This is an optimization exercise on Yosys and OpenROAD, whose aim is small area, a short achievable clock period and few clock cycles, not a production implementation.
Function was checked by simulation only, so behaviour that the tests miss may differ from the original.
Power and IR drop assume default switching activity.

run A:
## Freq_Counter
module Freq_Counter (clock, iReset_N, SW1, iValid, iPixel, oReady, oValid, iPixel_new);
input	clock, iReset_N;
input	SW1;
input	iValid;
input	[7:0] iPixel;
output	oReady;
output reg oValid;
output reg [7:0] iPixel_new;
localparam S_CLEAR = 3'd0;		 
localparam S_COUNT = 3'd1;		 
localparam S_DRAIN = 3'd2;		 
localparam S_PASS  = 3'd3;		 
localparam S_WAIT  = 3'd4;		 
(* fsm_encoding = "none" *)
reg [2:0]  state;
reg        rdy;
reg [3:0]  ph;					 
reg [3:0]  tr;					 
reg [13:0] pixel_count;			 
reg [1:0]  drain_wait;
reg        lut_valid;
reg        v1, s1;
assign oReady = rdy;			 
wire last_left = v1 ? (pixel_count == 14'd16382) : (pixel_count == 14'd16383);
reg [7:0]  p1;
reg        v2, s2;
reg        v3;					 
reg [7:0]  q3;
reg [7:0]  p2;
reg [7:0]  a2;
reg [7:0]  tb1;					 
reg        ix_v, iy_v;			 
reg [3:0]  xr, yr;				 
reg [2:0]  xq, yq;				 
reg        x2;					 
  ...
Size: about 22 I/O pins.
clock: 11.0 ns
lec_check: 0
abc_clock_period_in_ps: 3500
cap_margin: 20
core_margin: 2
core_utilization: 70
slew_margin: 20
standard.sh (not shown) runs the stock make flow with config.mk's settings and CLKGATE_MAP_FILE= SYNTH_SCRIPT=/design/flow/synth_recipe.tcl, a recipe that flattens the netlist after the stock synthesis.
==> flow/flow/run.sh <==
#!/bin/bash
set -euo pipefail
ARGS=(SETUP_SLACK_MARGIN=7.6
  "BUFFER_PORTS_ARGS=-buffer_cell sky130_fd_sc_hd__buf_4"
  "CTS_ARGS=-sink_clustering_enable -repair_clock_nets -sink_clustering_size 30 -sink_clustering_max_diameter 60 -dont_use_dummy_load")
bash standard.sh "${ARGS[@]}" place > standard_place.log 2>&1
PLACE_ODB=$(pwd)/orfs/results/sky130hd/Freq_Counter/base/3_place.odb openroad -no_init -exit flow/pull_outputs.tcl > pull_outputs.log 2>&1
bash standard.sh "${ARGS[@]}" finish > standard_finish.log 2>&1
==> flow/flow/pull_outputs.tcl <==
# Move each output port's driving flip-flop next to the port's output buffer,
# then legalize. Reads and writes the placed design given in PLACE_ODB.
read_db $::env(PLACE_ODB)
set block [ord::get_db_block]
set moved 0
foreach bterm [$block getBTerms] {
  if {[$bterm getIoType] ne "OUTPUT"} { continue }
  set net [$bterm getNet]
  set buf ""
  foreach it [$net getITerms] { if {[$it isOutputSignal]} { set buf [$it getInst] } }
  if {$buf eq ""} { continue }
  set in ""
  foreach it [$buf getITerms] { if {[$it isInputSignal]} { set in [$it getNet] } }
  if {$in eq ""} { continue }
  set ff ""
  set nload 0
  foreach it [$in getITerms] {
    if {[$it isOutputSignal]} { set ff [$it getInst] } else { incr nload }
  }
  if {$ff eq "" || $nload != 1} { continue }
  if {![[$ff getMaster] isSequential]} { continue }
  set loc [$buf getLocation]
  $ff setLocation [lindex $loc 0] [lindex $loc 1]
  $ff setPlacementStatus PLACED
  incr moved
  puts "moved [$ff getName] next to [$buf getName]"
}
puts "moved $moved flip-flops"
detailed_placement
check_placement -verbose
write_db $::env(PLACE_ODB)
Run A | status: complete | timing, DRC, antenna: pass
Testbench counts of run A, summed over its fixed seeds: cycles 664,224.
### run A -> run E
--- a/flow/design.v
+++ b/flow/design.v
@@ -166,68 +166,76 @@
 		end
 		else
 		begin : body
 			assign d[12*(j-1) +: 12] = {o, c | lo_n[4], hi, lo_n[3:0]};
 		end
 	end
 	always @(posedge clock)
 		q <= d;
 end
 endgenerate
-reg  [4:0]  xn;					 
+reg  [15:0] xv;					 
 reg  [7:0]  xtag [0:15];
 reg  [3:0]  xext [0:15];
 wire [7:0]  xkey = {tr, ph};	 
 wire [15:0] xhit;
+wire [15:0] xfree_lo;			 
 reg  [3:0]  xrd;
 reg         sw_inc;				 
 reg  [3:0]  sw_slot;				 
 reg         sw_new;				 
 reg  [7:0]  sw_key;
 wire [15:0] sw_1h = 16'd1 << sw_slot;
-wire [3:0]  xfree_bin = xn[3:0] + {3'd0, sw_inc & sw_new};	 
-reg  [3:0]  xhit_bin;
+wire [15:0] xfree = ~xv & ~(sw_1h & {16{sw_inc & sw_new}});
+reg  [3:0]  xhit_bin, xfree_bin;
 integer k;
 generate
 for (r = 0; r < 16; r = r + 1)
 begin : xs
-	assign xhit[r] = (xn > r) && (xtag[r] == xkey);
+	assign xhit[r] = xv[r] && (xtag[r] == xkey);
+	if (r == 0)
+		assign xfree_lo[r] = xfree[r];
+	else
+		assign xfree_lo[r] = xfree[r] && !(|xfree[r-1:0]);
 end
 endgenerate
 always @(*)
 begin
 	xhit_bin  = 4'd0;
+	xfree_bin = 4'd0;
 	for (k = 0; k < 16; k = k + 1)
+	begin
 		xhit_bin  = xhit_bin  | (xhit[k]     ? k[3:0] : 4'd0);
+		xfree_bin = xfree_bin | (xfree_lo[k] ? k[3:0] : 4'd0);
+	end
 end
 always @(*)
 begin
 	xrd = 4'd0;
 	for (k = 0; k < 16; k = k + 1)
 		xrd = xrd | (xhit[k] ? xext[k] : 4'd0);
 end
 always @(posedge clock)
 begin
 	sw_inc <= iReset_N && sweep_en && head_ovf[tr];
 	sw_slot <= (|xhit) ? xhit_bin : xfree_bin;
 	sw_new  <= ~(|xhit);
 	sw_key  <= xkey;
-	if (state == S_CLEAR || (state == S_PASS && tr == 4'd15 && ph == 4'd15))
-		xn <= 5'd0;
-	else if (sw_inc && sw_new)
-		xn <= xn + 5'd1;
 	for (k = 0; k < 16; k = k + 1)
 	begin
-		if (sw_inc && sw_1h[k] && !sw_new)
+		if (state == S_CLEAR || (state == S_PASS && tr == 4'd15 && ph == 4'd15))
+			xv[k] <= 1'b0;
+		else if (sw_inc && sw_1h[k] && !sw_new)
 			xext[k] <= xext[k] + 4'd1;
 		else if (sw_inc && sw_1h[k] && sw_new)
 		begin
+			xv[k]   <= 1'b1;
 			xtag[k] <= sw_key;
 			xext[k] <= 4'd1;
 		end
 	end
 end
 reg        rval, rfirst;			 
 reg [11:0] hraw;
 reg [3:0]  hext;
 reg        hval, hfirst;			 
 reg [13:0] hcnt;
Results
- Reg2reg setup slack in run E is 0.03 ns below run A.
- Run E -> run A: floorplan die area flat
- [compare] base=run A new=run E: sequential share of layout area roughly the same, height of the chip was more or less identical, total power after layout grew by about 0.4%, global-route met3 utilization dropped 0.20 points.
- Proportion of power drawn by combinational gates across run E and run A: no real change.
- In the flow results for run E and run A, the global-route usage is smaller on run A.
- Initial antenna violation count is lower on run A
- The setup slack of run E is smaller than that of run A.
- In run E, the number of non-clock buffers came out 11 below the value in run A.
- Run E ends up with a number of nets at the end of the flow that is 0.33% higher than in run A.
- Diff run A..run E | final core utilization | negligible
Testbench counts of run E, summed over its fixed seeds: cycles 664,224.

what the ideal ports hide:
Ports are ideal in the flow. The routed layouts listed here were re-timed in OpenROAD.
Step 1 sets driving cells, clkbuf_16 on the clock port and buf_2 on the other inputs (assumed; they add their load-dependent delay and slew).
Step 2 moves the port delays by t, midway between the first and last clock arrival at a register: inputs arrive t later, outputs are due t later. That takes back most of the time a late clock gives input paths.
Three values: ideal ports, drivers, drivers and shift; two values: the first two.
| run | shift t [ns] | setup slack, ns | worst setup path after step 2 | slew at the worst register clock pin (ns) | cell pins on the clock port's net |
|---|---|---|---|---|---|
| run A | 0.965 | 7.465 / 7.378 / 7.198 | input to register | 0.11 / 0.11 | 1 |
| run E | 0.954 | 7.442 / 7.349 / 7.200 | input to register | 0.11 / 0.11 | 1 |
After both steps every run listed still meets setup and hold. The setup slack of run A, which loses most, moves by -0.087 ns with the drivers and by -0.267 ns with both steps.
